What follows belongs to an exercise in optimizing a design on an open flow for small area, a short achievable clock period and few clock cycles; a production flow would make more cautious choices.
RTL that was checked went through simulation tests only; none was proved equivalent to the original.
Power figures rest on the tool's default switching activity, not on a simulated workload.

==> flow/design.v (excerpt) <==
module IntegracaoModulos(
	input clock,
	input reset,
	output [15:0] imem_addr,
	input  [15:0] imem_data,
	output [15:0] dmem_addr,
	output [15:0] dmem_wdata,
	output dmem_we,
	input  [15:0] dmem_rdata,
	output halted
);
For scale: roughly 1000 cells after synthesis, ~210 flip-flops, ~84 I/O pins, about 12000 sq um of cells after synthesis.
==> module IntegracaoModulos, before the edit <==
module IntegracaoModulos(
	input clock,
	input reset,
	output [15:0] imem_addr,
	input  [15:0] imem_data,
	output [15:0] dmem_addr,
	output [15:0] dmem_wdata,
	output dmem_we,
	input  [15:0] dmem_rdata,
	output halted
);
	reg [15:0] PC;         
	reg [15:0] IR;         
	reg [15:0] RA, RB;     
	reg        valido;     
	reg        halted_r;   
	reg        escrita;    
	reg  [6:0] sel;        
	reg  [2:0] yctl;       
	reg        reset_r;    
	wire [1:0] formato = IR[15:14];
	wire [4:0] op = IR[10:6];
	wire [15:0] A, B, RESU, proximo;
	wire Z, C, S, O, salto;
	wire [3:0] ZCSO;
	wire eh_alu   = (formato == 2'b10);
	wire eh_store = eh_alu && (op == 5'b01011);
	wire eh_jreg  = (formato == 2'b00) && (IR[13:12] == 2'b11);
	wire eh_jal   = eh_jreg && !IR[11];
	wire desvia   = valido && (formato == 2'b00) && (IR[13] ? 1'b1 : salto);
	wire [2:0] Sel_E = eh_jal ? 3'd6 : IR[13:11];
	wire [15:0] E = RESU;
	wire [15:0] literal = IR[15] ? {IR[7:0], IR[7:0]} : {{5{IR[10]}}, IR[10:0]};
	wire escreve = valido && ((formato == 2'b01) || (eh_alu && !eh_store) || eh_jal);
	wire hab_lo = escreve || (valido && formato == 2'b11 && !IR[10]);
	wire hab_hi = escreve || (valido && formato == 2'b11 && IR[10]);
	wire [2:0] Sel_A = imem_data[5:3];
	wire [2:0] Sel_B = imem_data[2:0];
	Banco_Registro Banco_Registro(
		.clock(clock), .Hab_Lo(hab_lo), .Hab_Hi(hab_hi), .Sel_E(Sel_E), .E(E),
		.Sel_A(Sel_A), .Sel_B(Sel_B), .A(A), .B(B)
	);
	wire fA = (Sel_A == Sel_E), fB = (Sel_B == Sel_E);
	wire [1:0] fmt_F = imem_data[15:14];
	wire [4:0] op_F  = imem_data[10:6];
	wire [6:0] sel_F = {
		(fmt_F == 2'b00) && (imem_data[13:11] == 3'b110),                   
		fmt_F[0],                                                             
		(fmt_F == 2'b10) && (op_F == 5'b01010),                               
		(fmt_F == 2'b10) && (op_F == 5'b01001),                               
		(fmt_F == 2'b10) && (op_F == 5'b01000),                               
		(fmt_F == 2'b10) && op_F[4],                                          
		(fmt_F == 2'b10) && (op_F[4:3] == 2'b00) && (op_F[2:0] != 3'b010)
		                 && (op_F[2:0] != 3'b111)                             
	};
	always @(posedge clock) begin
		if (reset) begin
			PC <= 16'd0;
			valido <= 1'b0;
			halted_r <= 1'b0;
			escrita <= 1'b0;
		end else begin
			PC <= proximo;
			valido <= !desvia;
			if (!desvia && imem_data == 16'h2FFF)
				halted_r <= 1'b1;
			escrita <= !desvia && (imem_data[15:14] == 2'b10) && (imem_data[10:6] == 5'b01011);
		end
		IR <= imem_data;
		reset_r <= reset;
		sel <= sel_F;
		yctl <= (fmt_F == 2'b10 && op_F[4:3] == 2'b00) ? op_F[2:0] : 3'b000;
		RA[7:0]  <= (fA && hab_lo) ? E[7:0]  : A[7:0];
		RA[15:8] <= (fA && hab_hi) ? E[15:8] : A[15:8];
		RB[7:0]  <= (fB && hab_lo) ? E[7:0]  : B[7:0];
		RB[15:8] <= (fB && hab_hi) ? E[15:8] : B[15:8];
	end
	assign imem_addr = PC;
	assign halted = halted_r;
	Extensor Extensor(.instrucao(IR), .desvia(desvia), .PC(PC), .B(RB), .proximo(proximo));
	ULA ULA(.A(RA), .B(RB), .OP(op), .SEL(sel), .YK(yctl[1]), .YI(yctl[2]), .CI(yctl[0]), .LIDO(dmem_rdata), .LITERAL(literal),
	        .LINK(PC), .RESU(RESU), .O(O), .C(C), .S(S), .Z(Z));
	Registrador_Flags Registrador_Flags(
		.clock(clock), .reset(reset_r), .habilita(valido && eh_alu), .controleOperacao(op),
		.Z(Z), .C(C), .S(S), .O(O), .ZCSO(ZCSO)
	);
	TesteFlagsTemporario TesteFlagsTemporario(
		.RFlag_ZCSO(ZCSO), .condicao(IR[11:8]), .Ver_Fal(IR[12]), .saida(salto)
	);
	assign dmem_addr  = RA;
	assign dmem_wdata = RB;
	assign dmem_we    = escrita;
endmodule
clock: 9.0 ns
lec_check: 0
cap_margin: 20
core_margin: 2
core_utilization: 40
slew_margin: 20
standard.sh (not shown) runs the stock make flow with config.mk's settings and CLKGATE_MAP_FILE= SYNTH_SCRIPT=/design/flow/synth_recipe.tcl, a recipe that flattens the netlist after the stock synthesis.
==> flow/flow/run.sh <==
#!/bin/bash
# The standard layout, with changes to how it is made:
#  - ports are buffered with buf_2 cells (by default buffer_ports picks a
#    delay buffer, clkdlybuf4s50_1, which is larger and slower);
#  - clock tree synthesis adds no dummy loads and uses clkbuf_8 buffers;
set -euo pipefail
bash standard.sh \
	"SETUP_SLACK_MARGIN=6" "TNS_END_PERCENT=0" \
	"BUFFER_PORTS_ARGS=-buffer_cell sky130_fd_sc_hd__buf_1" \
	"CTS_ARGS=-sink_clustering_enable -repair_clock_nets -dont_use_dummy_load -buf_list sky130_fd_sc_hd__clkbuf_8" \
	finish > standard.log 2>&1
The baseline ran to the end with no violations.
Rerun with:
--- a/flow/design.v
+++ b/flow/design.v
@@ -142,5 +142,4 @@
 	reg  [6:0] sel;        
 	reg  [2:0] yctl;       
-	reg        reset_r;    
 	wire [1:0] formato = IR[15:14];
 	wire [4:0] op = IR[10:6];
@@ -192,5 +191,4 @@
 		end
 		IR <= imem_data;
-		reset_r <= reset;
 		sel <= sel_F;
 		yctl <= (fmt_F == 2'b10 && op_F[4:3] == 2'b00) ? op_F[2:0] : 3'b000;
@@ -206,5 +204,5 @@
 	        .LINK(PC), .RESU(RESU), .O(O), .C(C), .S(S), .Z(Z));
 	Registrador_Flags Registrador_Flags(
-		.clock(clock), .reset(reset_r), .habilita(valido && eh_alu), .controleOperacao(op),
+		.clock(clock), .reset(reset), .habilita(valido && eh_alu), .controleOperacao(op),
 		.Z(Z), .C(C), .S(S), .O(O), .ZCSO(ZCSO)
 	);
Outcome:
- The new run finished clean
- worst setup slack improves by 0.025 ns
- via count hardly moves
- critical path depth goes down by 10
- final cell count went up by 0.46%
- area after synthesis stays flat
- cell area is about the same
- maximum frequency climbs by 0.82%
Testbench counts after the change, summed over its fixed seeds: cycles 28,186.
The RTL of the first run of this note was laid out without a check of its function.

The RTL this note starts from:
==> flow/design.v <==
module ULA (
	input  [15:0] A,
	input  [15:0] B,
	input  [4:0]  OP,
	output reg [15:0] RESU,
	output O,
	output C,
	output S,
	output Z
);
	wire [15:0] Y = OP[1] ? {16{OP[2]}} : (B ^ {16{OP[2]}});
	wire [16:0] SOMA = {1'b0, A} + {1'b0, Y} + {16'd0, OP[0]};
	wire arit_ok = (OP[2:0] != 3'b010) && (OP[2:0] != 3'b111);
	wire C_arit = SOMA[16] ^ (OP[2] & ~OP[1]);
	assign O = (A[15] == Y[15]) && (SOMA[15] != A[15]);
	wire Z_arit = &((A ^ Y) ^ ~{A[14:0] | Y[14:0], OP[0]});
	wire um = (OP[3:0] == 4'b1111);
	wire [15:0] LOGICA;
	genvar i;
	generate
		for (i = 0; i < 16; i = i + 1) begin : g_logica
			assign LOGICA[i] = OP[{~B[i], ~A[i]}] && (i == 0 || !um);
		end
	endgenerate
	wire [15:0] DESLOC = (OP[2:0] == 3'b000) ? {A[14:0], 1'b0}
	                   : (OP[2:0] == 3'b001) ? {A[15], A[15:1]} : 16'd0;
	always @(*) begin
		if (OP[4])
			RESU = LOGICA;
		else if (!OP[3])
			RESU = arit_ok ? SOMA[15:0] : 16'd0;
		else
			RESU = DESLOC;
	end
	assign C = OP[3] ? (OP[0] ? A[0] : A[15]) : C_arit;
	assign S = RESU[15];
	assign Z = OP[4] ? (LOGICA == 16'd0) : !OP[3] ? (!arit_ok || Z_arit) : (DESLOC == 16'd0);
endmodule
module Registrador_Flags(
	input clock,
	input reset,
	input habilita,
	input [4:0] controleOperacao,
	input Z, C, S, O,
	output reg [3:0] ZCSO       
);
	always @(posedge clock) begin
		if (reset)
			ZCSO <= 4'b0000;
		else if (habilita) begin
			case (controleOperacao)
				5'b10000: ZCSO[0] <= Z;
				5'b01000, 5'b01001: begin
					ZCSO[0] <= Z; ZCSO[1] <= C; ZCSO[2] <= S;
				end
				5'b00000, 5'b00001, 5'b00011,
				5'b00100, 5'b00101, 5'b00110: begin
					ZCSO <= {O, S, C, Z};
				end
				5'b10001, 5'b10010,
				5'b10100, 5'b10101, 5'b10110, 5'b10111,
				5'b11000, 5'b11001, 5'b11010, 5'b11011,
				5'b11100, 5'b11101, 5'b11110: begin
					ZCSO[0] <= Z; ZCSO[2] <= S;
				end
				default: ;
			endcase
		end
	end
endmodule
module TesteFlagsTemporario(
	input [3:0] RFlag_ZCSO,
	input [3:0] condicao,
	input Ver_Fal,
	output reg saida
);
	always @(*) begin
		case (condicao)
			4'b0100: saida = ~(Ver_Fal ^ RFlag_ZCSO[2]);
			4'b0101: saida = ~(Ver_Fal ^ RFlag_ZCSO[0]);
			4'b0110: saida = ~(Ver_Fal ^ RFlag_ZCSO[1]);
			4'b0111: saida = (~(Ver_Fal ^ RFlag_ZCSO[2])) | (~(Ver_Fal ^ RFlag_ZCSO[0]));
			4'b0000: saida = Ver_Fal;
			4'b0011: saida = ~(Ver_Fal ^ RFlag_ZCSO[3]);
			default: saida = 1'b0;
		endcase
	end
endmodule
module Extensor(
	input [15:0] instrucao,
	input desvia,              
	input [15:0] PC,
	input [15:0] B,
	output [15:0] proximo
);
	wire [15:0] desloc = !desvia ? 16'd1
	                   : instrucao[13] ? {{4{instrucao[11]}}, instrucao[11:0]}    
	                                   : {{8{instrucao[7]}}, instrucao[7:0]};     
	assign proximo = (desvia && instrucao[13:12] == 2'b11) ? B : PC + desloc;
endmodule
module Banco_Registro (
	input clock,
	input Hab_Lo,
	input Hab_Hi,
	input [2:0] Sel_E,
	input [15:0] E,
	input [2:0] Sel_A,
	input [2:0] Sel_B,
	output [15:0] A,
	output [15:0] B
);
	reg [127:0] registro;    
	integer i;
	always @(posedge clock)
		for (i = 0; i < 8; i = i + 1) begin
			if (Hab_Lo && Sel_E == i)
				registro[16*i +: 8] <= E[7:0];
			if (Hab_Hi && Sel_E == i)
				registro[16*i+8 +: 8] <= E[15:8];
		end
	assign A = registro[16*Sel_A +: 16];
	assign B = registro[16*Sel_B +: 16];
endmodule
module IntegracaoModulos(
	input clock,
	input reset,
	output [15:0] imem_addr,
	input  [15:0] imem_data,
	output [15:0] dmem_addr,
	output [15:0] dmem_wdata,
	output dmem_we,
	input  [15:0] dmem_rdata,
	output halted
);
	reg [15:0] PC;         
	reg [15:0] IR;         
	reg [15:0] RA, RB;     
	reg        valido;     
	reg        halted_r;   
	reg        escrita;    
	wire [1:0] formato = IR[15:14];
	wire [4:0] op = IR[10:6];
	wire [15:0] A, B, RESU, proximo;
	wire Z, C, S, O, salto;
	wire [3:0] ZCSO;
	wire eh_alu   = (formato == 2'b10);
	wire eh_store = eh_alu && (op == 5'b01011);
	wire eh_load  = eh_alu && (op == 5'b01010);
	wire eh_jreg  = (formato == 2'b00) && (IR[13:12] == 2'b11);
	wire eh_jal   = eh_jreg && !IR[11];
	wire desvia   = valido && (formato == 2'b00) && (IR[13] ? 1'b1 : salto);
	wire [2:0] Sel_E = eh_jal ? 3'd6 : IR[13:11];
	reg  [15:0] E;
	always @(*) begin
		case (formato)
			2'b01:   E = {{5{IR[10]}}, IR[10:0]};
			2'b11:   E = {IR[7:0], IR[7:0]};
			2'b10:   E = eh_load ? dmem_rdata : RESU;
			default: E = PC;
		endcase
	end
	wire escreve = valido && ((formato == 2'b01) || (eh_alu && !eh_store) || eh_jal);
	wire hab_lo = escreve || (valido && formato == 2'b11 && !IR[10]);
	wire hab_hi = escreve || (valido && formato == 2'b11 && IR[10]);
	wire [2:0] Sel_A = imem_data[5:3];
	wire [2:0] Sel_B = imem_data[2:0];
	Banco_Registro Banco_Registro(
		.clock(clock), .Hab_Lo(hab_lo), .Hab_Hi(hab_hi), .Sel_E(Sel_E), .E(E),
		.Sel_A(Sel_A), .Sel_B(Sel_B), .A(A), .B(B)
	);
	wire fA = (Sel_A == Sel_E), fB = (Sel_B == Sel_E);
	always @(posedge clock) begin
		if (reset) begin
			PC <= 16'd0;
			valido <= 1'b0;
			halted_r <= 1'b0;
			escrita <= 1'b0;
		end else begin
			PC <= proximo;
			valido <= !desvia;
			if (!desvia && imem_data == 16'h2FFF)
				halted_r <= 1'b1;
			escrita <= !desvia && (imem_data[15:14] == 2'b10) && (imem_data[10:6] == 5'b01011);
		end
		IR <= imem_data;
		RA[7:0]  <= (fA && hab_lo) ? E[7:0]  : A[7:0];
		RA[15:8] <= (fA && hab_hi) ? E[15:8] : A[15:8];
		RB[7:0]  <= (fB && hab_lo) ? E[7:0]  : B[7:0];
		RB[15:8] <= (fB && hab_hi) ? E[15:8] : B[15:8];
	end
	assign imem_addr = PC;
	assign halted = halted_r;
	Extensor Extensor(.instrucao(IR), .desvia(desvia), .PC(PC), .B(RB), .proximo(proximo));
	ULA ULA(.A(RA), .B(RB), .OP(op), .RESU(RESU), .O(O), .C(C), .S(S), .Z(Z));
	Registrador_Flags Registrador_Flags(
		.clock(clock), .reset(reset), .habilita(valido && eh_alu), .controleOperacao(op),
		.Z(Z), .C(C), .S(S), .O(O), .ZCSO(ZCSO)
	);
	TesteFlagsTemporario TesteFlagsTemporario(
		.RFlag_ZCSO(ZCSO), .condicao(IR[11:8]), .Ver_Fal(IR[12]), .saida(salto)
	);
	assign dmem_addr  = RA;
	assign dmem_wdata = RB;
	assign dmem_we    = escrita;
endmodule
export LEC_CHECK = 0
export CAP_MARGIN = 20
export CORE_MARGIN = 2
export CORE_UTILIZATION = 40
export SETUP_SLACK_MARGIN = 5
export SLEW_MARGIN = 20
create_clock -name core_clock -period 9.0 [get_ports {clock}]
run.sh (not shown) runs the stock make flow with config.mk's settings and CLKGATE_MAP_FILE= SYNTH_SCRIPT=/design/flow/synth_recipe.tcl, a recipe that flattens the netlist after the stock synthesis.
Stock flow here: none of the scripts above is used.
==> next run, changes <==
--- a/flow/design.v
+++ b/flow/design.v
@@ -12,30 +12,31 @@
 	wire [16:0] SOMA = {1'b0, A} + {1'b0, Y} + {16'd0, OP[0]};
 	wire arit_ok = (OP[2:0] != 3'b010) && (OP[2:0] != 3'b111);
 	wire C_arit = SOMA[16] ^ (OP[2] & ~OP[1]);
 	assign O = (A[15] == Y[15]) && (SOMA[15] != A[15]);
-	wire Z_arit = &((A ^ Y) ^ ~{A[14:0] | Y[14:0], OP[0]});
 	wire um = (OP[3:0] == 4'b1111);
 	wire [15:0] LOGICA;
 	genvar i;
 	generate
 		for (i = 0; i < 16; i = i + 1) begin : g_logica
 			assign LOGICA[i] = OP[{~B[i], ~A[i]}] && (i == 0 || !um);
 		end
 	endgenerate
-	wire [15:0] DESLOC = (OP[2:0] == 3'b000) ? {A[14:0], 1'b0}
-	                   : (OP[2:0] == 3'b001) ? {A[15], A[15:1]} : 16'd0;
 	always @(*) begin
 		if (OP[4])
 			RESU = LOGICA;
 		else if (!OP[3])
 			RESU = arit_ok ? SOMA[15:0] : 16'd0;
+		else if (OP[2:0] == 3'b000)
+			RESU = {A[14:0], 1'b0};
+		else if (OP[2:0] == 3'b001)
+			RESU = {A[15], A[15:1]};
 		else
-			RESU = DESLOC;
+			RESU = 16'd0;
 	end
 	assign C = OP[3] ? (OP[0] ? A[0] : A[15]) : C_arit;
 	assign S = RESU[15];
-	assign Z = OP[4] ? (LOGICA == 16'd0) : !OP[3] ? (!arit_ok || Z_arit) : (DESLOC == 16'd0);
+	assign Z = (RESU == 16'd0);
 endmodule
 module Registrador_Flags(
 	input clock,
 	input reset,
@@ -87,17 +88,15 @@
 	end
 endmodule
 module Extensor(
 	input [15:0] instrucao,
-	input desvia,              
 	input [15:0] PC,
 	input [15:0] B,
-	output [15:0] proximo
-);
-	wire [15:0] desloc = !desvia ? 16'd1
-	                   : instrucao[13] ? {{4{instrucao[11]}}, instrucao[11:0]}    
+	output [15:0] alvo
+);
+	wire [15:0] desloc = instrucao[13] ? {{4{instrucao[11]}}, instrucao[11:0]}    
 	                                   : {{8{instrucao[7]}}, instrucao[7:0]};     
-	assign proximo = (desvia && instrucao[13:12] == 2'b11) ? B : PC + desloc;
+	assign alvo = (instrucao[13:12] == 2'b11) ? B : PC + desloc;
 endmodule
 module Banco_Registro (
 	input clock,
 	input Hab_Lo,
@@ -135,20 +134,20 @@
 	reg [15:0] PC;         
 	reg [15:0] IR;         
 	reg [15:0] RA, RB;     
 	reg        valido;     
-	reg        halted_r;   
-	reg        escrita;    
+	reg        halted_r;
 	wire [1:0] formato = IR[15:14];
 	wire [4:0] op = IR[10:6];
-	wire [15:0] A, B, RESU, proximo;
+	wire [15:0] A, B, RESU, alvo;
 	wire Z, C, S, O, salto;
 	wire [3:0] ZCSO;
 	wire eh_alu   = (formato == 2'b10);
 	wire eh_store = eh_alu && (op == 5'b01011);
 	wire eh_load  = eh_alu && (op == 5'b01010);
 	wire eh_jreg  = (formato == 2'b00) && (IR[13:12] == 2'b11);
 	wire eh_jal   = eh_jreg && !IR[11];
+	wire eh_halt  = (IR == 16'h2FFF);
 	wire desvia   = valido && (formato == 2'b00) && (IR[13] ? 1'b1 : salto);
 	wire [2:0] Sel_E = eh_jal ? 3'd6 : IR[13:11];
 	reg  [15:0] E;
 	always @(*) begin
@@ -173,25 +172,23 @@
 		if (reset) begin
 			PC <= 16'd0;
 			valido <= 1'b0;
 			halted_r <= 1'b0;
-			escrita <= 1'b0;
 		end else begin
-			PC <= proximo;
+			PC <= desvia ? alvo : PC + 16'd1;
 			valido <= !desvia;
-			if (!desvia && imem_data == 16'h2FFF)
+			if (valido && eh_halt)
 				halted_r <= 1'b1;
-			escrita <= !desvia && (imem_data[15:14] == 2'b10) && (imem_data[10:6] == 5'b01011);
 		end
 		IR <= imem_data;
 		RA[7:0]  <= (fA && hab_lo) ? E[7:0]  : A[7:0];
 		RA[15:8] <= (fA && hab_hi) ? E[15:8] : A[15:8];
 		RB[7:0]  <= (fB && hab_lo) ? E[7:0]  : B[7:0];
 		RB[15:8] <= (fB && hab_hi) ? E[15:8] : B[15:8];
 	end
 	assign imem_addr = PC;
-	assign halted = halted_r;
-	Extensor Extensor(.instrucao(IR), .desvia(desvia), .PC(PC), .B(RB), .proximo(proximo));
+	assign halted = halted_r || (valido && eh_halt);
+	Extensor Extensor(.instrucao(IR), .PC(PC), .B(RB), .alvo(alvo));
 	ULA ULA(.A(RA), .B(RB), .OP(op), .RESU(RESU), .O(O), .C(C), .S(S), .Z(Z));
 	Registrador_Flags Registrador_Flags(
 		.clock(clock), .reset(reset), .habilita(valido && eh_alu), .controleOperacao(op),
 		.Z(Z), .C(C), .S(S), .O(O), .ZCSO(ZCSO)
@@ -200,6 +197,6 @@
 		.RFlag_ZCSO(ZCSO), .condicao(IR[11:8]), .Ver_Fal(IR[12]), .saida(salto)
 	);
 	assign dmem_addr  = RA;
 	assign dmem_wdata = RB;
-	assign dmem_we    = escrita;
-endmodule
+	assign dmem_we    = valido && eh_store;
+endmodule
Cell area came out lower slightly.
Power shrinks slightly.
Die area drops by a few percent.
Maximum frequency grows slightly.
Setup slack gains 0.029 ns.
Critical path depth falls by 8.
Routed wire length is lower by a little under a tenth.
Global-route usage came out lower by 0.17 points.
Via count went down by a few percent.
First-iteration DRC count decreases by a quarter to a third.
Testbench counts after the change, summed over its fixed seeds: cycles 28,186.
Only the layout flow was run in the first run of this note; the RTL was not checked for function there.

-- static timing again, ports no longer ideal --
The results above use ideal ports. As a check the final layouts listed here were re-extracted and re-timed, cells and wires unchanged. Step 1 assumes that a clkbuf_16 drives the clock port and a buf_2 every other input. Step 2 times the ports against the registers' clock, not the clock port: input delays grow and output delays shrink by t, the midpoint of the rising clock arrivals with the driver on. a / b / c = ideal / step 1 / step 2; a / b = the first two.
run | shift t [ns] | setup WS [ns] | worst slew at a driven data input, ns
the first run of note 1 | 0.559 | 5.879 / 5.867 / 5.440 | 0.04
the second run of note 1 | 0.550 | 5.904 / 5.857 / 5.449 | 0.05
the first run of note 2 | 0.491 | 5.087 / 5.087 / 4.823 | 0.04
the second run of note 2 | 0.491 | 5.117 / 5.067 / 4.979 | 0.04
After both steps every run listed still meets setup and hold. The setup slack of the second run of note 1, which loses most, moves by -0.047 ns with the drivers and by -0.455 ns with both steps.
